From an optimization exercise on the open Yosys and OpenROAD flow, aimed at small area; shortcuts taken in it are not production practice. In this exercise RTL edits were held to simulation tests only and were not proved equivalent to the original.

**design/flow/config.mk**
```make
export PLATFORM = sky130hd
export DESIGN_NAME = dk_walk
export DESIGN_NICKNAME = dk_walk
export VERILOG_FILES = /design/flow/design.v
export SDC_FILE = /design/flow/constraint.sdc
export NUM_CORES = 4
export LEC_CHECK = 0
export ABC_AREA = 1
export CAP_MARGIN = 20
export CORE_MARGIN = 2
export CORE_UTILIZATION = 70
export SLEW_MARGIN = 20
```
**design/flow/constraint.sdc**
```tcl
create_clock -name core_clock -period 30.0 [get_ports {clk}]
set_input_delay 6.0000 -clock core_clock [delete_from_list [all_inputs] [get_ports {clk}]]
set_output_delay 6.0000 -clock core_clock [all_outputs]
set_load 0.01 [all_outputs]
```
**design/flow/design.v**
```verilog
module dkw_add #(parameter W = 8) (
    input  [W-1:0] a,
    input  [W-1:0] b,
    input          ci,
    output [W-1:0] s,
    output         co
);
    wire [W:0] c;
    assign c[0] = ci;
    genvar i;
    generate for (i = 0; i < W; i = i + 1) begin : g
        assign s[i] = a[i] ^ b[i] ^ c[i];
        assign c[i+1] = (a[i] & b[i]) | (a[i] & c[i]) | (b[i] & c[i]);
    end endgenerate
    assign co = c[W];
endmodule
module dkw_inc #(parameter W = 8) (
    input  [W-1:0] a,
    input          ci,
    output [W-1:0] s
);
    wire [W:0] c;
    assign c[0] = ci;
    genvar i;
    generate for (i = 0; i < W; i = i + 1) begin : g
        assign s[i] = a[i] ^ c[i];
        assign c[i+1] = a[i] & c[i];
    end endgenerate
endmodule
module dk_walk #(
    parameter CLOCK_RATE = 1000000,
    parameter SAMPLE_RATE = 96000
)(
    input clk,
    input I_RSTn,
    input audio_clk_en,
    input walk_en,
    output reg signed[15:0] out
);
    wire en = audio_clk_en;
    reg [7:0] lfsr;
    always @(posedge clk, negedge I_RSTn) begin
        if (!I_RSTn) lfsr <= 8'd255;
        else if (en) lfsr <= {lfsr[6:4], lfsr[3] ^ lfsr[7], lfsr[2] ^ lfsr[7], lfsr[1] ^ lfsr[7], lfsr[0], lfsr[7]};
    end
    wire [2:0] noise = {1'b0, lfsr[7:6]} - 3'd2;    
    reg [25:0] P1;
    reg w1;
    wire w_up = !walk_en;                                
    wire w_sat = w_up ? (P1[25:12] >= 14'd10832)
                      : (P1[25:16] == 10'd0) & (P1[15:14] != 2'b11);
    wire [25:0] P1_add = !en ? 26'd0
                       : w_up ? (w1 ? 26'd49887 : 26'd47718)
                              : (w1 ? -26'd47718 : -26'd49887);
    wire [25:0] P1_step;
    dkw_add #(26) u_p1(.a(P1_add), .b(P1), .ci(1'b0), .s(P1_step), .co());
    always @(posedge clk, negedge I_RSTn) begin
        if (!I_RSTn) begin
            P1 <= 26'd0;
            w1 <= 1'b0;
        end else begin
            P1 <= (en & w_sat) ? (w_up ? 26'd44421120 : 26'd0) : P1_step;
            if (en) w1 <= !w_sat & !w1;
        end
    end
    wire [13:0] tmp1 = P1[25:12];              
    reg [16:0] sq_st;
    reg sq_lo;
    reg sq_unf;
    reg [28:0] P3;
    reg s1;
    wire sq_wrap = sq_st == 17'd94666;         
    wire sq_half = sq_st == 17'd126077;        
    wire sq_sat = sq_unf ? (P3[28:17] >= 12'd2217)
                         : (P3[28:17] < 12'd1655);
    wire [28:0] P3_add = !en ? 29'd0
                       : sq_unf ? (s1 ? 29'd155445 : 29'd151830)
                                : (s1 ? -29'd151830 : -29'd155445);
    wire [28:0] P3_step;
    dkw_add #(29) u_p3(.a(P3_add), .b(P3), .ci(1'b0), .s(P3_step), .co());
    always @(posedge clk, negedge I_RSTn) begin
        if (!I_RSTn) begin
            sq_st <= 17'd1;
            sq_lo <= 1'b1;
            sq_unf <= 1'b0;
            P3 <= 29'd216760320;
            s1 <= 1'b0;
        end else begin
            sq_st <= sq_wrap ? 17'd1 : {sq_st[15:0], sq_st[16] ^ sq_st[13]};
            sq_lo <= sq_wrap | (sq_lo & !sq_half);
            P3 <= (en & sq_sat) ? (sq_unf ? 29'd290795520 : 29'd216760320) : P3_step;
            if (en) begin
                sq_unf <= sq_lo;
                s1 <= !sq_sat & !s1;
            end
        end
    end
    wire [16:0] tmp3k = P3[28:12];             
    reg [26:0] t;
    wire [16:0] c_k;                           
    dkw_add #(17) u_ck(.a({2'b0, tmp1, 1'b0}), .b(tmp3k), .ci(1'b0), .s(c_k), .co());
    wire [28:0] t5;
    dkw_add #(29) u_t5(.a({t, 2'b0}), .b({2'b0, t}), .ci(1'b0), .s(t5), .co());
    wire [16:0] H = t5[28:12];
    wire z = (t[11:0] == 12'd0);
    wire [16:0] tl_a = c_k & {17{en}};
    wire [16:0] tl_b = ~H & {17{en}};
    wire [16:0] cs_s = t[16:0] ^ tl_a ^ tl_b;
    wire [17:0] cs_c = {(t[16:0] & tl_a) | (t[16:0] & tl_b) | (tl_a & tl_b), z & en};
    wire [16:0] tl_s;
    wire tl_co;
    dkw_add #(17) u_tl(.a(cs_c[16:0]), .b(cs_s), .ci(1'b0), .s(tl_s), .co(tl_co));
    wire t_inc = cs_c[17] & tl_co;             
    wire t_dec = en & !cs_c[17] & !tl_co;      
    wire [9:0] th_s;
    dkw_add #(10) u_th(.a({10{t_dec}}), .b(t[26:17]), .ci(t_inc), .s(th_s), .co());
    wire [26:0] t_next = {th_s, tl_s};
    always @(posedge clk) begin
        if (!I_RSTn) t <= 27'd0;
        else t <= t_next;
    end
    wire [29:0] t13;                           
    dkw_add #(30) u_t13(.a({t, 3'b0}), .b({1'b0, t5}), .ci(1'b0), .s(t13), .co());
    wire [35:0] t819;                          
    dkw_add #(36) u_t819(.a(~{6'd0, t13}), .b({t13, 6'd0}), .ci(1'b1), .s(t819), .co());
    wire [13:0] v_next = t819[35:22];
    reg [13:0] V;
    reg [6:0] E;
    wire e_dec = (V[6:0] == 7'd0) & (V[13:7] != 7'd0);
    wire [6:0] E_next = V[13:7] - {6'd0, e_dec};
    always @(posedge clk) begin
        V <= v_next;
        E <= E_next;
    end
    wire [11:0] N = V[13:2];
    wire [6:0] dr [0:9];
    wire [8:0] q4;
    assign dr[0] = {3'd0, N[11:8]};
    genvar gi;
    generate for (gi = 0; gi < 9; gi = gi + 1) begin : dv
        localparam AW = (gi < 4) ? 4 + gi : 8;
        wire [7:0] a = (gi == 0) ? {1'b0, dr[0]} : {dr[gi], N[8-gi]};
        wire [7:0] am = a & ((9'd1 << AW) - 9'd1);
        wire [7:0] sm;
        dkw_add #(8) u_s(.a({1'b0, E}), .b(am), .ci(1'b1), .s(sm), .co());
        assign q4[8-gi] = sm[7];
        assign dr[gi+1] = (sm[7] ? sm[6:0] : am[6:0]) & ((8'd1 << ((AW < 7) ? AW : 7)) - 8'd1);
    end endgenerate
    wire [6:0] q4m48 = q4[8:2] - 7'd48;
    reg [7:0] code_next;
    always @* begin
        if (q4[8:6] == 3'd0)  code_next = {2'd0, (q4[5:0] == 6'd0) ? 6'd1 : q4[5:0]};
        else if (q4 < 9'd192) code_next = {2'd1, q4[7], q4[5:1]};
        else                  code_next = {2'd2, q4m48[5:0]};
    end
    reg [7:0] c2, c3, c4, c5, c6, c7;
    always @(posedge clk, negedge I_RSTn) begin
        if (!I_RSTn) begin
            c6 <= 8'd0;             
            c7 <= {2'd0, 6'd1};     
        end else begin
            c6 <= c5;
            c7 <= c6;
        end
    end
    always @(posedge clk) begin
        c2 <= code_next;
        c3 <= c2;
        c4 <= c3;
        c5 <= c4;
    end
    reg [7:0] t0;
    always @* begin
        case (c7[5:0])
            6'd0: t0 = 8'd0;
            6'd1: t0 = 8'd4;
            6'd2: t0 = 8'd7;
            6'd3: t0 = 8'd11;
            6'd4: t0 = 8'd15;
            6'd5: t0 = 8'd19;
            6'd6: t0 = 8'd22;
            6'd7: t0 = 8'd26;
            6'd8: t0 = 8'd30;
            6'd9: t0 = 8'd33;
            6'd10: t0 = 8'd37;
            6'd11: t0 = 8'd40;
            6'd12: t0 = 8'd43;
            6'd13: t0 = 8'd47;
            6'd14: t0 = 8'd50;
            6'd15: t0 = 8'd54;
            6'd16: t0 = 8'd56;
            6'd17: t0 = 8'd60;
            6'd18: t0 = 8'd63;
            6'd19: t0 = 8'd66;
            6'd20: t0 = 8'd69;
            6'd21: t0 = 8'd72;
            6'd22: t0 = 8'd75;
            6'd23: t0 = 8'd78;
            6'd24: t0 = 8'd81;
            6'd25: t0 = 8'd84;
            6'd26: t0 = 8'd87;
            6'd27: t0 = 8'd90;
            6'd28: t0 = 8'd92;
            6'd29: t0 = 8'd95;
            6'd30: t0 = 8'd98;
            6'd31: t0 = 8'd101;
            6'd32: t0 = 8'd103;
            6'd33: t0 = 8'd106;
            6'd34: t0 = 8'd108;
            6'd35: t0 = 8'd111;
            6'd36: t0 = 8'd114;
            6'd37: t0 = 8'd117;
            6'd38: t0 = 8'd119;
            6'd39: t0 = 8'd121;
            6'd40: t0 = 8'd124;
            6'd41: t0 = 8'd126;
            6'd42: t0 = 8'd128;
            6'd43: t0 = 8'd131;
            6'd44: t0 = 8'd133;
            6'd45: t0 = 8'd136;
            6'd46: t0 = 8'd138;
            6'd47: t0 = 8'd140;
            6'd48: t0 = 8'd143;
            6'd49: t0 = 8'd145;
            6'd50: t0 = 8'd147;
            6'd51: t0 = 8'd149;
            6'd52: t0 = 8'd152;
            6'd53: t0 = 8'd154;
            6'd54: t0 = 8'd156;
            6'd55: t0 = 8'd158;
            6'd56: t0 = 8'd160;
            6'd57: t0 = 8'd162;
            6'd58: t0 = 8'd164;
            6'd59: t0 = 8'd167;
            6'd60: t0 = 8'd169;
            6'd61: t0 = 8'd171;
            6'd62: t0 = 8'd173;
            6'd63: t0 = 8'd175;
        endcase
    end
    reg bb;
    always @* begin
        case (c7)
            8'd66,
            8'd67,
            8'd70,
            8'd73,
            8'd75,
            8'd76,
            8'd78,
            8'd80,
            8'd82,
            8'd85,
            8'd88,
            8'd89,
            8'd92,
            8'd93,
            8'd96,
            8'd97,
            8'd98,
            8'd99,
            8'd103,
            8'd105,
            8'd106,
            8'd107,
            8'd108,
            8'd110,
            8'd111,
            8'd113,
            8'd114,
            8'd115,
            8'd117,
            8'd118,
            8'd119,
            8'd120,
            8'd121,
            8'd122,
            8'd129,
            8'd130,
            8'd131,
            8'd132,
            8'd133,
            8'd134,
            8'd135,
            8'd136,
            8'd137,
            8'd138,
            8'd139,
            8'd140,
            8'd141,
            8'd142,
            8'd144,
            8'd145,
            8'd146,
            8'd147,
            8'd148,
            8'd149,
            8'd150,
            8'd151,
            8'd152,
            8'd153,
            8'd154,
            8'd156,
            8'd157: bb = 1'b1;
            default: bb = 1'b0;
        endcase
    end
    wire [8:0] c177 = c7[7] ? 9'd354 : (c7[6] ? 9'd177 : 9'd0);
    wire [9:0] lnv;                            
    dkw_add #(9) u_ln(.a(c177), .b({1'b0, t0}), .ci(bb), .s(lnv[8:0]), .co(lnv[9]));
    reg [9:0] qc;
    reg [4:0] rc;
    wire [10:0] dq;                            
    dkw_add #(11) u_dq(.a(~{1'b0, qc}), .b({1'b0, lnv}), .ci(1'b1), .s(dq), .co());
    wire dq_zero = (dq == 11'd0);
    wire vco_lt_ch = !dq[10] & (!dq_zero | (rc == 5'd0));
    wire vco_lt_wl = !dq[10] | (dq[9:6] == 4'b1111);
    wire rc_wrap = rc >= 5'd17;
    wire [9:0] qc_inc;
    dkw_inc #(10) u_qc(.a(qc), .ci(rc_wrap), .s(qc_inc));
    reg vco_unf;
    reg vco_c;           
    reg [2:0] vco_k;
    always @(posedge clk, negedge I_RSTn) begin
        if (!I_RSTn) begin
            qc <= 10'd0;
            rc <= 5'd2;
            vco_unf <= 1'b0;
            vco_c <= 1'b0;
            vco_k <= 3'd0;
        end else begin
            if (vco_lt_wl) begin
                qc <= qc_inc;
                rc <= rc_wrap ? rc - 5'd17 : rc + 5'd2;
            end else begin
                qc <= 10'd0;
                rc <= 5'd2;
            end
            if (en) begin
                vco_unf <= vco_lt_ch;
                if (vco_unf != vco_c) begin
                    if (vco_k == 3'd5) begin vco_c <= vco_unf; vco_k <= 3'd0; end
                    else vco_k <= vco_k + 3'd1;
                end else if (vco_k != 3'd0) vco_k <= vco_k - 3'd1;
            end
        end
    end
    wire vco_on = vco_c | (vco_k != 3'd0);     
    reg signed [15:0] h7;
    reg [2:0] sc7;
    reg [5:0] st7;
    always @* begin
        case (sc7)
            3'd1: st7 = 6'd4;
            3'd2: st7 = 6'd18;
            3'd3: st7 = 6'h3c;       
            3'd4: st7 = 6'h2e;       
            default: st7 = 6'd0;
        endcase
    end
    wire [2:0] nprev = {1'b0, lfsr[0], lfsr[7]} - 3'd2;
    wire [5:0] r7 = (sc7 == 3'd5) ? 6'd0 : st7 - {{3{nprev[2]}}, nprev};
    reg [2:0] sc7_next;
    always @* begin
        if (!w_sat)    sc7_next = w_up ? 3'd2 : 3'd4;
        else if (w_up) sc7_next = P1[0] ? (P1[1] ? 3'd1 : 3'd2) : 3'd0;
        else           sc7_next = P1[1] ? 3'd4 : (P1[0] ? 3'd3 : 3'd0);
    end
    wire [16:0] x7;                            
    wire x7_c;
    wire [5:0] r7g = r7 & {6{en}};            
    dkw_add #(16) u_x7(.a({{10{r7g[5]}}, r7g}), .b(h7), .ci(1'b0), .s(x7[15:0]), .co(x7_c));
    assign x7[16] = h7[15] ^ r7g[5] ^ x7_c;
    wire [21:0] x7e = {{5{x7[16]}}, x7};
    wire [21:0] x7_5;                          
    dkw_add #(22) u_x75(.a(x7e), .b({x7e[19:0], 2'b0}), .ci(1'b0), .s(x7_5), .co());
    wire [21:0] x7_21;                         
    dkw_add #(22) u_x721(.a(x7_5), .b({x7e[17:0], 4'b0}), .ci(1'b0), .s(x7_21), .co());
    wire [5:0] y7 = x7_21[21:16];              
    wire nz7 = (x7[15:0] != 16'd0);            
    wire [15:0] h7_next;                       
    dkw_add #(16) u_h7(.a(~{{10{y7[5]}}, y7} & {16{en}}), .b(x7[15:0]), .ci(!nz7 & en), .s(h7_next), .co());
    always @(posedge clk, negedge I_RSTn) begin
        if (!I_RSTn) begin
            h7 <= 16'sd0;
            sc7 <= 3'd5;               
        end else begin
            h7 <= h7_next;
            if (en) sc7 <= sc7_next;
        end
    end
    wire [15:0] rect = (h7 > 16'sd0) ? h7 : {9'd0, h7[15:9]};
    wire [15:0] in8 = vco_on ? {rect[14:0], 1'b0} : 16'd0;
    reg signed [15:0] h8;
    reg [15:0] nl8;                            
    wire [17:0] x8a;                           
    dkw_add #(18) u_x8a(.a({{2{h8[15]}}, h8}), .b({{2{in8[15]}}, in8}), .ci(1'b0), .s(x8a), .co());
    wire [17:0] x8;                            
    dkw_add #(18) u_x8(.a({{2{nl8[15]}}, nl8}), .b(x8a), .ci(1'b1), .s(x8), .co());
    wire [22:0] x8e = {{5{x8[17]}}, x8};
    wire [22:0] x8_13a;                        
    dkw_add #(23) u_x813a(.a(x8e), .b({x8e[20:0], 2'b0}), .ci(1'b0), .s(x8_13a), .co());
    wire [22:0] x8_13;                         
    dkw_add #(23) u_x813(.a(x8_13a), .b({x8e[19:0], 3'b0}), .ci(1'b0), .s(x8_13), .co());
    wire [6:0] y8f = x8_13[21:15];             
    wire nz8 = (x8[14:0] != 15'd0);            
    wire [15:0] h8_next;
    dkw_add #(16) u_h8(.a(x8[15:0]), .b(~{{9{y8f[6]}}, y8f}), .ci(!nz8), .s(h8_next), .co());
    wire [15:0] nl8_next = ~(in8 + {{13{noise[2]}}, noise});
    always @(posedge clk, negedge I_RSTn) begin
        if (!I_RSTn) begin
            h8 <= 16'sd0;
            nl8 <= 16'hffff;
        end else if (en) begin
            h8 <= h8_next;
            nl8 <= nl8_next;
        end
    end
    reg signed [15:0] lp;
    reg signed [11:0] g, sm;
    wire [15:0] dlp;
    dkw_add #(16) u_dlp(.a(h8), .b(~lp), .ci(1'b1), .s(dlp), .co());
    wire [21:0] dle = {{6{dlp[15]}}, dlp};
    wire [21:0] d40;                           
    dkw_add #(22) u_d40(.a({dle[16:0], 5'b0}), .b({dle[18:0], 3'b0}), .ci(1'b0), .s(d40), .co());
    wire [21:0] d39;                           
    dkw_add #(22) u_d39(.a(d40), .b(~dle), .ci(1'b1), .s(d39), .co());
    wire [15:0] lp_next;
    dkw_add #(16) u_lp(.a({{4{sm[11]}}, sm} & {16{en}}), .b(lp), .ci(1'b0), .s(lp_next), .co());
    always @(posedge clk, negedge I_RSTn) begin
        if (!I_RSTn) begin
            lp <= 16'sd0;
            g <= 12'sd0;
            sm <= 12'sd0;
        end else begin
            lp <= lp_next;
            if (!en) begin
                g <= d39[21:10];
                sm <= g;
            end
        end
    end
    always @(posedge clk, negedge I_RSTn) begin
        if (!I_RSTn) out <= 16'sd0;
        else if (en) out <= lp;
    end
endmodule
```
**design/flow/flow/run.sh**
```bash
#!/bin/bash
# Layout flow: the standard synthesis; then netlist passes that keep
# every register and the logic function: a full-adder polarity pass
# (flow/polopt.py) and an area re-mapping of the other combinational cells
# with ABC (flow/reabc.py), repeated for a few rounds, keeping the smallest
# netlist; a yosys equivalence proof against the standard netlist
# (flow/equiv.sh) decides whether it is used. Then the standard ORFS steps,
# with clock tree synthesis told not to add dummy loads and small port
# buffers (buf_1).
# Each step writes its own log here.
set -uo pipefail
R=orfs/results/${FLOW_PLATFORM}/dk_walk/base
L=orfs/logs/${FLOW_PLATFORM}/dk_walk/base
LIBF=${FLOW_HOME}/platforms/${FLOW_PLATFORM}/lib/sky130_fd_sc_hd__tt_025C_1v80.lib
Y=${FLOW_HOME}/../tools/install/yosys/bin/yosys
[ -x "$Y" ] || Y=yosys

bash standard.sh synth > synth.log 2>&1 || exit 1
cp "$R/1_2_yosys.v" yosys_standard.v

best=yosys_standard.v
best_area=999999999
prev=yosys_standard.v
S1="strash;dch -f;map -a;topo;dnsize"
S2="strash;dch -f;&get -n;&nf -R 1000 -p;&put;topo;dnsize"
for r in 1; do
    if [ $((r % 2)) -eq 1 ]; then S="$S2"; else S="$S1"; fi
    python3 flow/polopt.py "$prev" round${r}_pol.v > round${r}_polopt.log 2>&1 || break
    python3 flow/reabc.py round${r}_pol.v round${r}.v "$L/1_2_yosys.log" "$Y" "$LIBF" "$S" > round${r}_reabc.log 2>&1 || break
    a=$(grep "Chip area" round${r}_reabc.log | tail -1 | awk '{printf "%d", $NF * 1000}')
    echo "round $r: area $a" >> rounds.log
    if [ -n "$a" ] && [ "$a" -lt "$best_area" ]; then best_area=$a; best=round${r}.v; fi
    prev=round${r}.v
done
echo "best: $best" >> rounds.log

if [ "$best" != yosys_standard.v ]; then
    if bash flow/equiv.sh yosys_standard.v "$best" "$Y" "$LIBF" > equiv.log 2>&1; then
        cp "$best" "$R/1_2_yosys.v"
        echo "using $best" >> equiv.log
    else
        echo "equivalence not proven, keeping the standard netlist" >> equiv.log
    fi
fi

bash standard.sh finish \
    "CTS_ARGS=-sink_clustering_enable -repair_clock_nets -sink_clustering_size 10 -sink_clustering_max_diameter 40 -buf_list sky130_fd_sc_hd__clkbuf_4 -dont_use_dummy_load" \
    "BUFFER_PORTS_ARGS=-buffer_cell sky130_fd_sc_hd__buf_1" \
    > finish.log 2>&1
```
**design/flow/flow/equiv.sh**
```bash
#!/bin/bash
# usage: equiv.sh A.v B.v YOSYS LIBERTY : proves two flat netlists of dk_walk equivalent
# (registers are paired by name; internal net names of B are renamed first)
A=$1; B=$2; Y=$3; LIB=$4
T=$(mktemp -d)
sed -E 's/\b_([0-9]+)_\b/_q\1_/g' "$B" > $T/b.v
python3 - "$LIB" "$A" $T/b.v > $T/used.lib <<'PY'
import re, sys
lib = open(sys.argv[1]).read()
used = set()
for f in sys.argv[2:]:
    used |= set(re.findall(r"(sky130_fd_sc_hd__\w+)\s+\S+\s*\(", open(f).read()))
out = [lib[:lib.index("cell (")]]
for m in re.finditer(r'\n\s*cell \("?(\w+)"?\)\s*\{', lib):
    if m.group(1) not in used: continue
    j = lib.index("{", m.start()); d = 0; k = j
    while True:
        c = lib[k]
        if c == "{": d += 1
        elif c == "}":
            d -= 1
            if d == 0: break
        k += 1
    out.append(lib[m.start():k + 1])
out.append("\n}\n")
sys.stdout.write("".join(out))
PY
$Y -p "read_liberty $T/used.lib; read_verilog $A; rename dk_walk gold; read_verilog $T/b.v; rename dk_walk gate; flatten gold gate; async2sync; opt_clean; equiv_make gold gate equiv; hierarchy -top equiv; equiv_simple -seq 2; equiv_induct; equiv_status -assert"
```
**design/flow/flow/polopt.py**
```python
#!/usr/bin/env python3
"""Full-adder polarity optimisation on a flat sky130 gate-level netlist.

A full adder is self-dual: FA(~a, ~b, ~c) = (~sum, ~cout). Yosys's adder
extraction often leaves inverters around the fa cells; this pass picks, for
each fa cell, whether it computes its outputs in true or in complemented
form so that as few inverters as possible are needed, then rebuilds the
inverters. The logic function of the netlist does not change.

usage: polopt.py IN.v OUT.v
"""
import re, sys
from collections import defaultdict

src = open(sys.argv[1]).read()
m = re.search(r"module\s+(\w+)\s*\((.*?)\);", src, re.S)
top = m.group(1)
body = src[m.end():src.rindex("endmodule")]

# strip attributes
body_nc = re.sub(r"\(\*.*?\*\)", "", body, flags=re.S)
stmts = [s.strip() for s in body_nc.split(";") if s.strip()]

decls = []      # (kind, text)
cells = []      # [type, name, {pin: net}]
assigns = []
outputs = set(); inputs = set()
for s in stmts:
    if re.match(r"(input|output|wire|inout)\b", s):
        decls.append(s)
        mm = re.match(r"(input|output)\s*(\[\s*(\d+)\s*:\s*(\d+)\s*\])?\s*(\S+)", s)
        if mm:
            kind, rng, hi, lo, nm = mm.groups()
            nets = [nm] if not rng else ["%s[%d]" % (nm, i) for i in range(min(int(hi), int(lo)), max(int(hi), int(lo)) + 1)]
            (outputs if kind == "output" else inputs).update(nets)
        continue
    if s.startswith("assign"):
        assigns.append(s); continue
    mm = re.match(r"(\S+)\s+(\S+)\s*\((.*)\)\s*$", s, re.S)
    if not mm:
        raise SystemExit("cannot parse: " + s[:200])
    typ, name, pins = mm.groups()
    pm = {}
    for p, n in re.findall(r"\.(\w+)\s*\(\s*(.*?)\s*\)\s*(?:,|$)", pins, re.S):
        pm[p] = n.strip()
    cells.append([typ, name, pm])

if assigns:
    raise SystemExit("assign statements not supported: %d" % len(assigns))

def norm(n):
    return n.strip()

OUTPINS = {"X", "Y", "Q", "Q_N", "SUM", "COUT", "HI", "LO"}
driver = {}
for c in cells:
    for p, n in c[2].items():
        if p in OUTPINS:
            driver[norm(n)] = (c, p)

def is_inv(c):
    return re.match(r"sky130_fd_sc_hd__inv_\d+$", c[0]) is not None
def is_fa(c):
    return re.match(r"sky130_fd_sc_hd__fa_\d+$", c[0]) is not None

# inverters that drive output ports stay as ordinary cells
dissolve = set()
for c in cells:
    if is_inv(c) and norm(c[2]["Y"]) not in outputs:
        dissolve.add(id(c))

def literal(net):
    """(base net, parity) of a net after dissolving inverters."""
    par = 0
    net = norm(net)
    seen = 0
    while net in driver and id(driver[net][0]) in dissolve:
        net = norm(driver[net][0][2]["A"]); par ^= 1
        seen += 1
        if seen > 100: raise SystemExit("inverter loop")
    return net, par

fas = [c for c in cells if is_fa(c)]
fa_of_net = {}
for f in fas:
    fa_of_net[norm(f[2]["SUM"])] = f
    fa_of_net[norm(f[2]["COUT"])] = f
frozen = set(id(f) for f in fas if norm(f[2]["SUM"]) in outputs or norm(f[2]["COUT"]) in outputs)
pi = {id(f): 0 for f in fas}

# consumers: list of (cell, pin, base, parity)
cons = []
for c in cells:
    if id(c) in dissolve: continue
    for p, n in c[2].items():
        if p in OUTPINS: continue
        b, par = literal(n)
        cons.append((c, p, b, par))
port_cons = []
for o in outputs:
    if o in driver and id(driver[o][0]) in dissolve:
        raise SystemExit("port driven by dissolved inverter")

def phi(b):
    f = fa_of_net.get(b)
    return pi[id(f)] if f is not None else 0

def need(cp):
    c, p, b, par = cp
    return par ^ (pi[id(c)] if is_fa(c) else 0)

# per base net: consumers list
by_base = defaultdict(list)
for cp in cons:
    by_base[cp[2]].append(cp)
cons_of_cell = defaultdict(list)
for cp in cons:
    cons_of_cell[id(cp[0])].append(cp)

def net_cost(b):
    ph = phi(b)
    return 1 if any(need(cp) != ph for cp in by_base[b]) else 0

def local_nets(f):
    nets = set([norm(f[2]["SUM"]), norm(f[2]["COUT"])])
    for cp in cons_of_cell[id(f)]:
        nets.add(cp[2])
    return nets

total = sum(net_cost(b) for b in by_base)
print("inverters needed before:", total, "dissolved:", len(dissolve), file=sys.stderr)
# groups: single fa cells, and carry chains (cout -> cin through any inverters)
parent = {id(f): id(f) for f in fas}
def find(x):
    while parent[x] != x:
        parent[x] = parent[parent[x]]; x = parent[x]
    return x
for f in fas:
    b, par = literal(f[2]["CIN"])
    g = fa_of_net.get(b)
    if g is not None and norm(g[2]["COUT"]) == b:
        parent[find(id(f))] = find(id(g))
comp = defaultdict(list)
for f in fas:
    comp[find(id(f))].append(f)
groups = [[f] for f in fas] + [v for v in comp.values() if len(v) > 1]
# also chain prefixes/suffixes split at each position
for v in comp.values():
    if len(v) > 2:
        # order along the chain
        nxt = {}
        for f in v:
            b, par = literal(f[2]["CIN"])
            g = fa_of_net.get(b)
            if g is not None and norm(g[2]["COUT"]) == b and find(id(g)) == find(id(f)):
                nxt[id(g)] = f
        heads = [f for f in v if not any(nxt.get(id(g)) is f for g in v)]
        for h in heads:
            order = [h]
            while id(order[-1]) in nxt:
                order.append(nxt[id(order[-1])])
            for i in range(1, len(order)):
                groups.append(order[:i]); groups.append(order[i:])
def group_nets(gp):
    nets = set()
    for f in gp:
        nets |= local_nets(f)
    return nets
improved = True
it = 0
while improved and it < 100:
    improved = False; it += 1
    for gp in groups:
        if any(id(f) in frozen for f in gp): continue
        nets = group_nets(gp)
        before = sum(net_cost(b) for b in nets)
        for f in gp: pi[id(f)] ^= 1
        after = sum(net_cost(b) for b in nets)
        if after < before:
            improved = True; total += after - before
        else:
            for f in gp: pi[id(f)] ^= 1
print("inverters needed after:", total, "flipped:", sum(pi.values()), "groups:", len(groups), file=sys.stderr)

# rebuild
new_cells = []
new_wires = []
inv_net = {}
k = 0
def inv_of(b):
    global k
    if b not in inv_net:
        k += 1
        nn = "_polinv%d_" % k
        inv_net[b] = nn
        new_wires.append(nn)
        new_cells.append(["sky130_fd_sc_hd__inv_1", "_polinvc%d_" % k, {"A": b, "Y": nn}])
    return inv_net[b]
# a flipped fa cell drives the complement of its old output nets: those
# nets get fresh names, so no name ends up on a net of the other polarity
phys = {}
for f in fas:
    if pi[id(f)]:
        for o in ("SUM", "COUT"):
            b = norm(f[2][o])
            k += 1
            phys[b] = "_polf%d_" % k
            new_wires.append(phys[b])
def pnet(b):
    return phys.get(b, b)
def inv_of(b):
    global k
    if b not in inv_net:
        k += 1
        nn = "_polinv%d_" % k
        inv_net[b] = nn
        new_wires.append(nn)
        new_cells.append(["sky130_fd_sc_hd__inv_1", "_polinvc%d_" % k, {"A": pnet(b), "Y": nn}])
    return inv_net[b]
for c in cells:
    if id(c) in dissolve: continue
    pm = dict(c[2])
    for p, n in c[2].items():
        if p in OUTPINS:
            if is_fa(c) and pi[id(c)]:
                pm[p] = pnet(norm(n))
            continue
        b, par = literal(n)
        want = par ^ (pi[id(c)] if is_fa(c) else 0)
        pm[p] = pnet(b) if want == phi(b) else inv_of(b)
    new_cells.append([c[0], c[1], pm])

# half adders with an unused output are plain gates
nload = defaultdict(int)
for t, n, pm in new_cells:
    for p, v in pm.items():
        if p not in OUTPINS: nload[norm(v)] += 1
for c in new_cells:
    t, n, pm = c
    if re.match(r"sky130_fd_sc_hd__ha_\d+$", t):
        s_used = norm(pm.get("SUM", "")) in outputs or nload[norm(pm.get("SUM", ""))] > 0
        c_used = norm(pm.get("COUT", "")) in outputs or nload[norm(pm.get("COUT", ""))] > 0
        if c_used and not s_used:
            c[0] = "sky130_fd_sc_hd__and2_1"; c[2] = {"A": pm["A"], "B": pm["B"], "X": pm["COUT"]}
        elif s_used and not c_used:
            c[0] = "sky130_fd_sc_hd__xor2_1"; c[2] = {"A": pm["A"], "B": pm["B"], "X": pm["SUM"]}


out = []
out.append("module %s(%s);" % (top, m.group(2).strip()))
for d in decls:
    out.append("  " + d + ";")
for w in new_wires:
    out.append("  wire %s;" % w)
for t, n, pm in new_cells:
    out.append("  %s %s (%s);" % (t, n, ", ".join(".%s(%s)" % (p, v) for p, v in pm.items())))
out.append("endmodule")
txt = "\n".join(out) + "\n"
txt = re.sub(r"(\\[^\s;,()]+(?:\[\d+\])?)", r"\1 ", txt)
open(sys.argv[2], "w").write(txt)
print("cells: %d -> %d" % (len(cells), len(new_cells)), file=sys.stderr)

```
**design/flow/flow/reabc.py**
```python
#!/usr/bin/env python3
"""Re-map the combinational cells of a flat sky130 netlist with ABC (area).

Full adders, half adders and flip-flops are left as they are; every other
single-output combinational cell is turned back into logic and mapped again
with ABC's area mapper (strash; dch; map -a), honouring the same dont_use list
as the synthesis. Flip-flop instances keep their names.

usage: reabc.py IN.v OUT.v SYNTH_LOG YOSYS LIBERTY
"""
import re, subprocess, sys, tempfile, os

inp, outp, synth_log, yosys, libfile = sys.argv[1:6]
lib = open(libfile).read()
used = set(re.findall(r"(sky130_fd_sc_hd__\w+)\s+\S+\s*\(", open(inp).read()))

def cell_blocks():
    for m in re.finditer(r'\n\s*cell \("?(\w+)"?\)\s*\{', lib):
        j = lib.index("{", m.start()); depth = 0; k = j
        while True:
            c = lib[k]
            if c == "{": depth += 1
            elif c == "}":
                depth -= 1
                if depth == 0: break
            k += 1
        yield m.group(1), lib[m.start():k + 1]

head = lib[:lib.index("cell (")]
comb = [b for n, b in cell_blocks()
        if n in used and not re.search(r"__(fa|ha|df|dl|sdf|edf|conb)", n)]
tmp = tempfile.mkdtemp()
open(os.path.join(tmp, "comb.lib"), "w").write(head + "".join(comb) + "\n}\n")
subprocess.check_call([yosys, "-q", "-p", "read_liberty %s; write_verilog -noattr %s" %
                       (os.path.join(tmp, "comb.lib"), os.path.join(tmp, "models.v"))])
models = open(os.path.join(tmp, "models.v")).read()
models = re.sub(r"module (sky130_fd_sc_hd__\w+)\(",
                lambda m: '(* techmap_celltype = "%s" *)\nmodule _map_%s(' % (m.group(1), m.group(1)), models)
open(os.path.join(tmp, "map.v"), "w").write(models)

dont_use = sorted(set(re.findall(r"-dont_use (\S+)", open(synth_log).read())))
dont_use += ["sky130_fd_sc_hd__clkinv_*", "sky130_fd_sc_hd__clkbuf_*", "sky130_fd_sc_hd__clkdly*",
             "sky130_fd_sc_hd__dlygate*", "sky130_fd_sc_hd__dlymetal*"]
script = os.path.join(tmp, "area.abc")
abc_cmds = sys.argv[6] if len(sys.argv) > 6 else "strash;dch -f;map -a;topo;dnsize"
open(script, "w").write("\n".join(abc_cmds.split(";")) + "\n")
cmd = ("read_liberty -lib {lib}; read_verilog {inp}; hierarchy -top dk_walk; "
       "techmap -map {map}; techmap; opt -purge; "
       "abc -liberty {lib} {du} -script {script}; opt_clean -purge; "
       "hilomap -singleton -hicell sky130_fd_sc_hd__conb_1 HI -locell sky130_fd_sc_hd__conb_1 LO; "
       "write_verilog -noattr -noexpr -nohex -nodec {out}; stat -liberty {lib}").format(
    lib=libfile, inp=inp, map=os.path.join(tmp, "map.v"),
    du=" ".join("-dont_use " + d for d in dont_use), script=script, out=outp)
subprocess.check_call([yosys, "-p", cmd])
```
**design/flow/standard.sh**
```bash
#!/bin/bash
# synth_recipe.tcl (not shown) runs the flow's synth.tcl, then flattens the netlist and writes it again
# the make line also repeats each setting of config.mk as NAME=value (left out here)
make -C /OpenROAD-flow-scripts/flow DESIGN_CONFIG=/design/flow/config.mk WORK_HOME=/design/flow/orfs CLKGATE_MAP_FILE= SYNTH_SCRIPT=/design/flow/synth_recipe.tcl "${@:-finish}"
```
==> results of run 1 <==
-- critical path, delay by kind of cell (launching register included) --
family                     cells  cell delay, ns
AOI/OAI and AO/OA             13            1.82
xor gates and xnor gates       4            2.20
adders and majority gates     42           17.82
buffers and inverters          4            0.50
DFF                            1            0.73
muxes                          2            0.59
and+or+nand+nor                7            1.70
-- stage by stage --
step	instance area (sq um)	instances	hold WS (ns)
after global placement	22800	2328	0.312
after detailed placement	22800	2328	0.312
after global routing	23200	2381	0.313
after floorplan	22100	1897	0.310
after CTS	23200	2379	0.325
final	23200	2381	0.324
-- registers in the layout (all words and copies together) (netlist names), 14 cells and up --
name   cells
h8        16
sq_st     17
nl8       16
P3        29
h7        16
V         14
out       16
P1        26
t         27
lp        16
-- final cells by class --
| class | instances | area (sq um) |
|---|---|---|
| Clock buffer | 51 | 383 |
| Antenna cell | 2 | 5.00 |
| Multi-Input combinational cell | 1312 | 13700 |
| Fill cell | 2207 | 8140 |
| Sequential cell | 307 | 7330 |
| Timing Repair Buffer | 29 | 166 |
| Tap cell | 402 | 503 |
| Inverter | 278 | 1040 |
-- layer usage --
metal  vias up  track usage, %
met2       239            45.0
met3        58            3.87
met5         -               0
li1       6303               -
met4         0            7.84
met1      6950            38.1
-- how the worst max path moves through the flow --
stage / startpoint / to / cells after the start
after floorplan: E[1] / c2[0] / 72
after global placement: E[1] / c2[0] / 72
after detailed placement: E[1] / c2[0] / 72
after CTS: E[1] / c2[0] / 72
after global routing: E[1] / c2[0] / 72
final: E[1] / c2[0] / 72
==> flow_metrics.env, run 1 <==
export IMPL_timing_rr_end="c2[0]"
export IMPL_cts_made_buffers=51
export IMPL_syn_area_per_cell_sq_um=11.7
export IMPL_min_to="c3[4]"
export IMPL_fin_crit_sh_pct=84.7
export IMPL_cts_setup_buffers=0
export IMPL_r2r_cells=72
export IMPL_drive_gt1_share_pct=5.21
export IMPL_wl_per_cell_um=16.8
export IMPL_hp_class="reg -> reg"
export IMPL_clkSinkCount=307
export IMPL_port_buffers=19
export IMPL_root_buffer="clkbuf_4"
export IMPL_grt_pass1_wl_um=71400
export IMPL_top_layer_used="met4"
export IMPL_syn_nets=2358
export IMPL_status="no timing/DRC/antenna violations"
export IMPL_start_util_pct=70.6
export IMPL_cts_tree="built"
export IMPL_die_w_um=182
export IMPL_path_class="reg -> reg"
export IMPL_core_area_sq_um=31300
export IMPL_finClkSkew_ns=0.0657
export IMPL_hold_viol=0
export IMPL_r2r_slack_ns=4.59
export IMPL_wl_met2_um=19900
export IMPL_nNetsFinal=2440
export IMPL_hp_start="c2[4]"
export IMPL_place_hpwl_um=31500
export IMPL_vias=13550
export IMPL_max_freq_mhz=39.3
export IMPL_worst_pin_slew_ns=1.00
export IMPL_rr_startpoint="E[1]"
export IMPL_layout_setup_ws_ns=4.59
export IMPL_min_period_ns=25.41
export IMPL_place_congestion=0.859
export IMPL_dr_pass1_iters=6
export IMPL_crit_required_ns=30.65
export IMPL_path_max_fanout=13
export IMPL_first_iter_violations=708
export IMPL_netlist_instances=1897
export IMPL_dp_worst_setup_slack_ns=4.59
export IMPL_wl_met1_um=17400
export IMPL_final_common_cell="fa_1"
export IMPL_critPathCaptureType="flop"
export IMPL_relSlewSlack_pct=32.6
export IMPL_clock_path_buffers=3
export IMPL_cpPeakStageDelay_ns=0.73
export IMPL_ant_nets=0
export IMPL_grt_pass1_vias=14857
export IMPL_synth_warnings=1
export IMPL_cts_htree_levels=2
export IMPL_clock_latency_ns=0.72
export IMPL_die_area_sq_um=33000
export IMPL_path_common_cell="fa_1"
export IMPL_cts_resized=0
export IMPL_vias_per_cell=5.69
export IMPL_row_count=65
export IMPL_postCtsHoldBufs=0
export IMPL_synthesis_area_sq_um=22100
export IMPL_final_util_pct=74.0
export IMPL_io_pins=20
export IMPL_wirelength_um=40000
export IMPL_overflow=0
export IMPL_mostFrequentLayoutCells="fa_1, inv_1, dfrtp_1"
export IMPL_grt_max_degree=174
export IMPL_critical_path_arrival_ns=26.06
export IMPL_drv_slew=0
export IMPL_cap_viol_max_count=0
export IMPL_crit_slowest_cell="dfxtp_1"
export IMPL_final_setup_viol_count=0
export IMPL_synthToLayoutAreaGrowth_pct=4.82
export IMPL_antenna_found_initial=2
export IMPL_worstSetupStartpointType="flop"
export IMPL_track_usage_pct=27.1
export IMPL_drc=0
export IMPL_rsz0062_at_grt="false"
export IMPL_holdPathStages=0
export IMPL_die_y_um=182
export IMPL_route_met3_wl_um=1590
export IMPL_clk_pin_slew_ns=0.09
export IMPL_setup_tns_ns=0
==> inputs of run 2 (changes only) <==
--- a/design/flow/design.v
+++ b/design/flow/design.v
@@ -128,9 +128,14 @@
     reg [6:0] E;
     wire e_dec = (V[6:0] == 7'd0) & (V[13:7] != 7'd0);
     wire [6:0] E_next = V[13:7] - {6'd0, e_dec};
-    always @(posedge clk) begin
-        V <= v_next;
-        E <= E_next;
+    always @(posedge clk, negedge I_RSTn) begin
+        if (!I_RSTn) begin
+            V <= 14'd0;
+            E <= 7'd0;
+        end else begin
+            V <= v_next;
+            E <= E_next;
+        end
     end
     wire [11:0] N = V[13:2];
     wire [6:0] dr [0:9];
--- a/design/flow/flow/run.sh
+++ b/design/flow/flow/run.sh
@@ -2,7 +2,7 @@
 # Layout flow: the standard synthesis; then netlist passes that keep
 # every register and the logic function: a full-adder polarity pass
 # (flow/polopt.py) and an area re-mapping of the other combinational cells
-# with ABC (flow/reabc.py), repeated for a few rounds, keeping the smallest
+# with ABC (flow/reabc.py), repeated for five rounds, keeping the smallest
 # netlist; a yosys equivalence proof against the standard netlist
 # (flow/equiv.sh) decides whether it is used. Then the standard ORFS steps,
 # with clock tree synthesis told not to add dummy loads and small port
@@ -23,7 +23,7 @@
 prev=yosys_standard.v
 S1="strash;dch -f;map -a;topo;dnsize"
 S2="strash;dch -f;&get -n;&nf -R 1000 -p;&put;topo;dnsize"
-for r in 1; do
+for r in 1 2 3 4 5; do
     if [ $((r % 2)) -eq 1 ]; then S="$S2"; else S="$S1"; fi
     python3 flow/polopt.py "$prev" round${r}_pol.v > round${r}_polopt.log 2>&1 || break
     python3 flow/reabc.py round${r}_pol.v round${r}.v "$L/1_2_yosys.log" "$Y" "$LIBF" "$S" > round${r}_reabc.log 2>&1 || break
--- a/design/flow/flow/equiv.sh
+++ b/design/flow/flow/equiv.sh
@@ -2,7 +2,7 @@
 # usage: equiv.sh A.v B.v YOSYS LIBERTY : proves two flat netlists of dk_walk equivalent
 # (registers are paired by name; internal net names of B are renamed first)
 A=$1; B=$2; Y=$3; LIB=$4
-T=$(mktemp -d)
+T=$(mktemp -d -p .)
 sed -E 's/\b_([0-9]+)_\b/_q\1_/g' "$B" > $T/b.v
 python3 - "$LIB" "$A" $T/b.v > $T/used.lib <<'PY'
 import re, sys
--- a/design/flow/flow/polopt.py
+++ b/design/flow/flow/polopt.py
@@ -187,14 +187,19 @@
 new_wires = []
 inv_net = {}
 k = 0
+# new net and cell names must not clash with names from an earlier pass
+tag = 0
+while re.search(r"_p%d[fic]" % tag, src):
+    tag += 1
+PFX = "_p%d" % tag
 def inv_of(b):
     global k
     if b not in inv_net:
         k += 1
-        nn = "_polinv%d_" % k
+        nn = PFX + "i%d_" % k
         inv_net[b] = nn
         new_wires.append(nn)
-        new_cells.append(["sky130_fd_sc_hd__inv_1", "_polinvc%d_" % k, {"A": b, "Y": nn}])
+        new_cells.append(["sky130_fd_sc_hd__inv_1", PFX + "c%d_" % k, {"A": b, "Y": nn}])
     return inv_net[b]
 # a flipped fa cell drives the complement of its old output nets: those
 # nets get fresh names, so no name ends up on a net of the other polarity
@@ -204,7 +209,7 @@
         for o in ("SUM", "COUT"):
             b = norm(f[2][o])
             k += 1
-            phys[b] = "_polf%d_" % k
+            phys[b] = PFX + "f%d_" % k
             new_wires.append(phys[b])
 def pnet(b):
     return phys.get(b, b)
@@ -212,10 +217,10 @@
     global k
     if b not in inv_net:
         k += 1
-        nn = "_polinv%d_" % k
+        nn = PFX + "i%d_" % k
         inv_net[b] = nn
         new_wires.append(nn)
-        new_cells.append(["sky130_fd_sc_hd__inv_1", "_polinvc%d_" % k, {"A": pnet(b), "Y": nn}])
+        new_cells.append(["sky130_fd_sc_hd__inv_1", PFX + "c%d_" % k, {"A": pnet(b), "Y": nn}])
     return inv_net[b]
 for c in cells:
     if id(c) in dissolve: continue
--- a/design/flow/flow/reabc.py
+++ b/design/flow/flow/reabc.py
@@ -29,7 +29,7 @@
 head = lib[:lib.index("cell (")]
 comb = [b for n, b in cell_blocks()
         if n in used and not re.search(r"__(fa|ha|df|dl|sdf|edf|conb)", n)]
-tmp = tempfile.mkdtemp()
+tmp = tempfile.mkdtemp(dir=".")
 open(os.path.join(tmp, "comb.lib"), "w").write(head + "".join(comb) + "\n}\n")
 subprocess.check_call([yosys, "-q", "-p", "read_liberty %s; write_verilog -noattr %s" %
                        (os.path.join(tmp, "comb.lib"), os.path.join(tmp, "models.v"))])
==> run 2 against run 1 <==
Net effect: sequential cell count did not move; still clean; count of clock-buffer cells in the layout fell by 3; via count rose by 1.0%; worst hold slack got worse by 0.012 ns; critical endpoint unchanged; largest cell class unchanged; clock skew rose by 0.011 ns; critical path depth rose by 3; sequential share of layout area rose by 0.58 points; die area fell by 0.42%; highest routed layer unchanged.
==> flow_metrics.env, run 2 <==
export IMPL_status="no timing/DRC/antenna violations"
export IMPL_syn_area_per_cell_sq_um=11.8
export IMPL_place_congestion=0.878
export IMPL_top_register="P3"
export IMPL_antenna_found_initial=2
export IMPL_critPathCaptureType="flop"
export IMPL_r2r_slack_ns=5.91
export IMPL_largestRegisters="P3 (29), t (27), P1 (26)"
export IMPL_die_area_sq_um=32900
export IMPL_cts_resized=0
export IMPL_grt_pass1_vias=15167
export IMPL_path_class="reg -> reg"
export IMPL_row_count=64
export IMPL_holdWs_ns=0.311
export IMPL_clk_pin_slew_ns=0.10
export IMPL_setup_tns_ns=0
export IMPL_overflow=0
export IMPL_largest_register_ff_count=29
export IMPL_cpPeakStageDelay_ns=0.62
export IMPL_first_iter_violations=1003
export IMPL_critical_path_arrival_ns=24.72
export IMPL_min_period_ns=24.09
export IMPL_crit_required_ns=30.63
export IMPL_wl_per_cell_um=17.8
export IMPL_netlist_instances=1860
export IMPL_postCtsHoldBufs=0
export IMPL_use_met2_pct=45.7
export IMPL_met1_usage_pct=40.3
export IMPL_cts_made_buffers=48
export IMPL_mostFrequentLayoutCells="fa_1, inv_1, dfrtp_1"
export IMPL_finClkSkew_ns=0.0763
export IMPL_grt_use_met3_pct=4.19
export IMPL_die_w_um=181
export IMPL_rsz0062_at_grt="false"
export IMPL_drv_slew=0
export IMPL_die_y_um=181
export IMPL_dpl_cell_area_sq_um=22700
export IMPL_vias_per_cell=5.85
export IMPL_path_max_fanout=12
export IMPL_cap_viol_max_count=0
export IMPL_track_usage_pct=28.2
export IMPL_hp_class="reg -> reg"
export IMPL_ant_nets=0
export IMPL_grt_pass1_wl_um=73900
export IMPL_drive_gt1_share_pct=5.36
export IMPL_syn_nets=2321
export IMPL_clkSinkCount=307
export IMPL_relSlewSlack_pct=30.5
export IMPL_wirelength_um=41700
export IMPL_place_hpwl_um=32500
export IMPL_fin_crit_sh_pct=80.3
export IMPL_final_area_sq_um=23100
export IMPL_start_util_pct=71.6
export IMPL_crit_slowest_cell="fa_1"
export IMPL_max_freq_mhz=41.5
export IMPL_dr_pass1_iters=6
export IMPL_worst_pin_slew_ns=1.03
export IMPL_synthToLayoutAreaGrowth_pct=4.84
export IMPL_cts_tree="built"
export IMPL_cts_setup_buffers=0
export IMPL_port_buffers=19
export IMPL_drc=0
export IMPL_busiest_layer="met2"
export IMPL_worstSetupStartpointType="flop"
export IMPL_clock_path_buffers=3
export IMPL_grt_max_degree=81
export IMPL_io_pins=20
export IMPL_root_buffer="clkbuf_4"
export IMPL_nNetsFinal=2404
export IMPL_hold_viol=0
export IMPL_clock_latency_ns=0.72
export IMPL_cts_htree_levels=2
export IMPL_vias=13686
export IMPL_core_area_sq_um=30700
export IMPL_path_common_cell="fa_1"
export IMPL_final_setup_viol_count=0
export IMPL_final_common_cell="fa_1"
export IMPL_synth_warnings=1
export IMPL_synthesis_area_sq_um=22000
## run 2: critical path: cells and delay by family (launching register included)
| family | cells | cell delay (ns) |
|---|---|---|
| buffers and inverters | 6 | 1.00 |
| DFF | 1 | 0.39 |
| xor gates and xnor gates | 4 | 1.09 |
| muxes | 4 | 0.60 |
| AOI/OAI and AO/OA | 12 | 2.05 |
| adders and majority gates | 43 | 17.73 |
| and+or+nand+nor | 6 | 1.17 |
## run 2: worst paths after layout
path | startpoint | end | depth (start not counted)
setup / recovery | E[0] | c2[0] | 75
hold / removal | c4[2] | c5[2] | 0
setup reg to reg | E[0] | c2[0] | 75
hold reg to reg | c4[2] | c5[2] | 0
max in group asynchronous | I_RSTn | E[2] | 4
min in group asynchronous | I_RSTn | qc[4] | 1
## run 2: metrics by stage
step	util, %	std cells	setup slack [ns]
final	75.0	2339	5.91
after floorplan	-	1860	5.96
after global routing	75.0	2339	4.34
after detailed placement	73.8	2288	5.79
after CTS	74.9	2336	5.83
after global placement	73.8	2288	6.23
## run 2: final cells by class
class,instances,area (sq um)
Tap cell,396,495
Timing Repair Buffer,33,204
Multi-Input combinational cell,1313,13700
Fill cell,2130,7670
Sequential cell,307,7440
Inverter,240,901
Antenna cell,2,5.00
Clock buffer,48,360
## run 2: routing by layer
metal	share of wire [%]	routed length (um)
met1	44	18200
met3	4.4	1840
met4	3.1	1280
met2	49	20400
met5	0	0
==> inputs of run 3 (changes only) <==
--- a/design/flow/config.mk
+++ b/design/flow/config.mk
@@ -8,5 +8,5 @@
 export ABC_AREA = 1
 export CAP_MARGIN = 20
 export CORE_MARGIN = 2
-export CORE_UTILIZATION = 70
+export CORE_UTILIZATION = 78
 export SLEW_MARGIN = 20
==> run 3 against run 2 <==
Net effect: still clean on timing, DRC and antenna; first-iteration DRC count shrank 17%; fmax shrank 7.3%; wire length grew 0.96%; sequential share of layout area grew 0.095 points; via count grew 2.0%; largest cell class unchanged.
==> flow_metrics.env, run 3 <==
export IMPL_grt_max_degree=80
export IMPL_synthToLayoutAreaGrowth_pct=4.53
export IMPL_synthesis_area_sq_um=22000
export IMPL_cts_htree_levels=2
export IMPL_holdPathStages=0
export IMPL_nNetsFinal=2399
export IMPL_final_common_cell="fa_1"
export IMPL_start_util_pct=79.2
export IMPL_fin_crit_sh_pct=86.6
export IMPL_top_register="P3"
export IMPL_vias=13956
export IMPL_timing_rr_end="c2[0]"
export IMPL_crit_required_ns=30.62
export IMPL_rr_startpoint="E[0]"
export IMPL_worstSetupStartpointType="flop"
export IMPL_root_buffer="clkbuf_4"
export IMPL_drv_slew=0
export IMPL_path_max_fanout=12
export IMPL_max_freq_mhz=38.5
export IMPL_r2r_cells=72
export IMPL_met1_usage_pct=41.8
export IMPL_hp_start="c4[4]"
export IMPL_clock_path_buffers=3
export IMPL_grt_use_met3_pct=4.53
export IMPL_critical_path_arrival_ns=26.60
export IMPL_final_util_pct=82.8
export IMPL_r2r_slack_ns=4.02
export IMPL_fin_cells=2315
export IMPL_clock_latency_ns=0.71
export IMPL_grt_pass1_vias=15574
export IMPL_path_common_cell="fa_1"
export IMPL_largest_register_ff_count=29
export IMPL_port_buffers=19
export IMPL_first_iter_violations=828
export IMPL_place_hpwl_um=32900
export IMPL_cpPeakStageDelay_ns=0.87
export IMPL_final_setup_viol_count=0
export IMPL_min_to="c5[4]"
export IMPL_critPathCaptureType="flop"
export IMPL_cts_resized=0
export IMPL_busiest_layer="met2"
export IMPL_status="no timing/DRC/antenna violations"
export IMPL_synth_warnings=1
export IMPL_grt_pass1_wl_um=73600
export IMPL_cap_viol_max_count=0
export IMPL_cts_made_buffers=48
export IMPL_finClkSkew_ns=0.0975
export IMPL_io_pins=20
export IMPL_hold_viol=0
export IMPL_track_usage_pct=31.8
export IMPL_ant_nets=0
export IMPL_rsz0062_at_grt="false"
export IMPL_relSlewSlack_pct=26.8
export IMPL_worst_pin_slew_ns=1.09
export IMPL_vias_per_cell=6.03
export IMPL_antenna_found_initial=1
export IMPL_netlist_instances=1860
export IMPL_use_met2_pct=55.2
export IMPL_largestRegisters="P3 (29), t (27), P1 (26)"
export IMPL_wl_per_cell_um=18.2
export IMPL_cts_setup_buffers=0
export IMPL_syn_area_per_cell_sq_um=11.8
export IMPL_die_y_um=172
export IMPL_drive_gt1_share_pct=5.22
export IMPL_overflow=0
export IMPL_drc=0
export IMPL_row_count=61
export IMPL_core_area_sq_um=27800
export IMPL_syn_nets=2321
export IMPL_die_w_um=172
export IMPL_setup_tns_ns=0
export IMPL_mostFrequentLayoutCells="fa_1, inv_1, dfrtp_1"
export IMPL_min_period_ns=25.98
export IMPL_cts_tree="built"
export IMPL_path_class="reg -> reg"
export IMPL_hp_class="reg -> reg"
export IMPL_clkSinkCount=307
export IMPL_die_area_sq_um=29600
export IMPL_postCtsHoldBufs=0
export IMPL_crit_slowest_cell="xnor2_1"
export IMPL_place_congestion=0.875
export IMPL_clk_pin_slew_ns=0.09
export IMPL_dp_cells=2266
export IMPL_dr_pass1_iters=7
export IMPL_wirelength_um=42100
run 3: through the flow:
stage | hold slack [ns] | setup slack, ns | cell area [sq um]
after CTS | 0.320 | 3.64 | 23000
after global routing | 0.324 | 2.53 | 23000
after floorplan | 0.310 | 5.96 | 22000
after detailed placement | 0.312 | 3.66 | 22600
after global placement | 0.311 | 4.41 | 22600
final | 0.325 | 4.02 | 23000
run 3: routing by layer:
metal	routed length [um]	up-vias	part of all wire (%)
li1	-	6231	-
met1	16600	7210	39
met2	22200	398	53
met3	1970	117	4.7
met4	1360	0	3.2
met5	0	-	0
run 3: worst max path at each step:
stage / to / start / slack [ns]
floorplan: c2[0] / E[0] / 5.96
global placement: c2[0] / E[0] / 4.41
detailed placement: c2[0] / E[0] / 3.66
CTS: c2[0] / E[0] / 3.64
global route: c2[0] / E[0] / 2.53
finish: c2[0] / E[0] / 4.02
run 3: layout make-up:
type,count,area [sq um]
multi-input cells,1313,13700
flip-flops and latches,307,7440
fillers,1630,4770
well taps,378,473
clock buffers,48,360
repair buffers,28,146
inverters,240,901
diodes,1,2.50
run 3: critical path: cells and delay by family, from the launching register on:
kind / cells / cell delay [ns]
adders and majority gates: 43 / 17.98
xor gates and xnor gates: 4 / 2.90
AOI/OAI and AO/OA: 12 / 2.13
and+or+nand+nor: 6 / 1.26
muxes: 4 / 0.96
DFF: 1 / 0.38
buffers and inverters: 3 / 0.33
==> inputs of run 4 (changes only) <==
--- a/design/flow/flow/run.sh
+++ b/design/flow/flow/run.sh
@@ -2,7 +2,7 @@
 # Layout flow: the standard synthesis; then netlist passes that keep
 # every register and the logic function: a full-adder polarity pass
 # (flow/polopt.py) and an area re-mapping of the other combinational cells
-# with ABC (flow/reabc.py), repeated for five rounds, keeping the smallest
+# with ABC (flow/reabc.py), repeated for eight rounds, keeping the smallest
 # netlist; a yosys equivalence proof against the standard netlist
 # (flow/equiv.sh) decides whether it is used. Then the standard ORFS steps,
 # with clock tree synthesis told not to add dummy loads and small port
@@ -23,7 +23,7 @@
 prev=yosys_standard.v
 S1="strash;dch -f;map -a;topo;dnsize"
 S2="strash;dch -f;&get -n;&nf -R 1000 -p;&put;topo;dnsize"
-for r in 1 2 3 4 5; do
+for r in 1 2 3 4 5 6 7 8; do
     if [ $((r % 2)) -eq 1 ]; then S="$S2"; else S="$S1"; fi
     python3 flow/polopt.py "$prev" round${r}_pol.v > round${r}_polopt.log 2>&1 || break
     python3 flow/reabc.py round${r}_pol.v round${r}.v "$L/1_2_yosys.log" "$Y" "$LIBF" "$S" > round${r}_reabc.log 2>&1 || break
--- a/design/flow/config.mk
+++ b/design/flow/config.mk
@@ -8,5 +8,5 @@
 export ABC_AREA = 1
 export CAP_MARGIN = 20
 export CORE_MARGIN = 2
-export CORE_UTILIZATION = 78
+export CORE_UTILIZATION = 70
 export SLEW_MARGIN = 20
==> run 4 against run 3 <==
Net effect: setup slack improved by 1.9 ns; fmax rose by 7.9%; non-clock buffer count rose by 5; critical path depth rose by 3; sequential cell count did not move; core utilization fell by 7.8 points; design area rose by 0.29%; critical endpoint unchanged; largest cell class unchanged.
==> flow_metrics.env, run 4 <==
export IMPL_status="no timing/DRC/antenna violations"
export IMPL_path_class="reg -> reg"
export IMPL_max_freq_mhz=41.5
export IMPL_final_common_cell="fa_1"
export IMPL_cap_viol_max_count=0
export IMPL_hp_class="reg -> reg"
export IMPL_vias_per_cell=5.85
export IMPL_rsz0062_at_grt="false"
export IMPL_cts_made_buffers=48
export IMPL_syn_nets=2321
export IMPL_finClkSkew_ns=0.0763
export IMPL_wl_per_cell_um=17.8
export IMPL_clock_latency_ns=0.72
export IMPL_io_pins=20
export IMPL_core_area_sq_um=30700
export IMPL_largestRegisters="P3 (29), t (27), P1 (26)"
export IMPL_synthToLayoutAreaGrowth_pct=4.84
export IMPL_netlist_instances=1860
export IMPL_track_usage_pct=28.2
export IMPL_drive_gt1_share_pct=5.36
export IMPL_ant_nets=0
export IMPL_dpl_cell_area_sq_um=22700
export IMPL_overflow=0
export IMPL_vias=13686
export IMPL_drc=0
export IMPL_dr_pass1_iters=6
export IMPL_setup_tns_ns=0
export IMPL_die_w_um=181
export IMPL_nNetsFinal=2404
export IMPL_path_max_fanout=12
export IMPL_clock_path_buffers=3
export IMPL_hold_viol=0
export IMPL_drv_slew=0
export IMPL_root_buffer="clkbuf_4"
export IMPL_place_hpwl_um=32500
export IMPL_synthesis_area_sq_um=22000
export IMPL_antenna_found_initial=2
export IMPL_final_setup_viol_count=0
export IMPL_postCtsHoldBufs=0
export IMPL_die_area_sq_um=32900
export IMPL_worstSetupStartpointType="flop"
export IMPL_synth_warnings=1
export IMPL_worst_pin_slew_ns=1.03
export IMPL_top_register="P3"
export IMPL_critPathCaptureType="flop"
export IMPL_row_count=64
export IMPL_path_common_cell="fa_1"
export IMPL_grt_pass1_vias=15167
export IMPL_syn_area_per_cell_sq_um=11.8
export IMPL_fin_crit_sh_pct=80.3
export IMPL_final_area_sq_um=23100
export IMPL_holdPathStages=0
export IMPL_nFillCells=2130
export IMPL_min_period_ns=24.09
export IMPL_place_congestion=0.878
export IMPL_critical_path_arrival_ns=24.72
export IMPL_grt_max_degree=81
export IMPL_grt_pass1_wl_um=73900
export IMPL_clkSinkCount=307
export IMPL_port_buffers=19
export IMPL_cts_setup_buffers=0
export IMPL_cts_resized=0
export IMPL_first_iter_violations=1003
export IMPL_start_util_pct=71.6
export IMPL_crit_slowest_cell="fa_1"
export IMPL_largest_register_ff_count=29
export IMPL_holdWs_ns=0.311
export IMPL_mostFrequentLayoutCells="fa_1, inv_1, dfrtp_1"
export IMPL_clk_pin_slew_ns=0.10
export IMPL_cpPeakStageDelay_ns=0.62
export IMPL_cts_tree="built"
export IMPL_r2r_cells=75
export IMPL_wirelength_um=41700
export IMPL_crit_required_ns=30.63
export IMPL_final_util_pct=75.0
export IMPL_die_y_um=181
export IMPL_cts_htree_levels=2
export IMPL_relSlewSlack_pct=30.5
## run 4: final timing paths
| path | to | slack (ns) | startpoint |
|---|---|---|---|
| min in group asynchronous | qc[4] | 5.33 | I_RSTn |
| max reg2reg | c2[0] | 5.91 | E[0] |
| min reg2reg | c5[2] | 0.31 | c4[2] |
| max | c2[0] | 5.91 | E[0] |
| max in group asynchronous | E[2] | 22.53 | I_RSTn |
| min | c5[2] | 0.31 | c4[2] |
## run 4: metrics by stage
stage                     setup slack [ns]  cells
final                                 5.91   2339
after global routing                  4.34   2339
after detailed placement              5.79   2288
after CTS                             5.83   2336
after floorplan                       5.96   1860
after global placement                6.23   2288
## run 4: critical path: cells and delay by family, from the launching register on
kind                       cells  cell delay (ns)
AOI/OAI and AO/OA             12             2.05
xor gates and xnor gates       4             1.09
adders and majority gates     43            17.73
buffers and inverters          6             1.00
DFF                            1             0.39
muxes                          4             0.60
and+or+nand+nor                6             1.17
## run 4: per-layer routing
metal  wire (um)  part of all wire, %  vias up  track usage [%]
met5           0                    0        -                0
met4        1280                  3.1        0             8.85
met3        1840                  4.4       98             4.19
met2       20400                   49      309             45.7
met1       18200                   44     7033             40.3
li1            -                    -     6246                -
## run 4: cell type report
type                       instances  area [sq um]  area share [%]
multi-input combinational       1313         13700            59.3
antenna                            2          5.00          0.0217
sequential                       307          7440            32.2
inverter                         240           901            3.90
timing repair buffer              33           204           0.884
clock buffer                      48           360            1.56
tap                              396           495            2.15

## re-timing with driven ports
The results above use ideal ports. As a check the final layouts listed here were re-extracted and re-timed, cells and wires unchanged.
Step 1 assumes that a clkbuf_16 drives the clock port and a buf_2 every other input.
Step 2, shift: input delay + t, output delay - t, t = (earliest + latest rising clock arrival at the registers) / 2. This alone moves slack from input paths to output paths.
Slacks: ideal / step 1 / step 2; pairs: ideal / step 1.
run	t (ns)	setup slack, ns	hold WS [ns]	worst data-port slew with drivers (ns)	pins driven straight from the clock port
run 1	0.735	4.586 / 4.586 / 4.586	0.324 / 0.324 / 0.324	0.13	1
run 2	0.734	5.910 / 5.910 / 5.910	0.311 / 0.311 / 0.311	0.12	1
run 3	0.710	4.017 / 4.017 / 4.017	0.325 / 0.325 / 0.325	0.05	1
run 4	0.734	5.910 / 5.910 / 5.910	0.311 / 0.311 / 0.311	0.12	1
After both steps setup and hold are still met in every run listed.
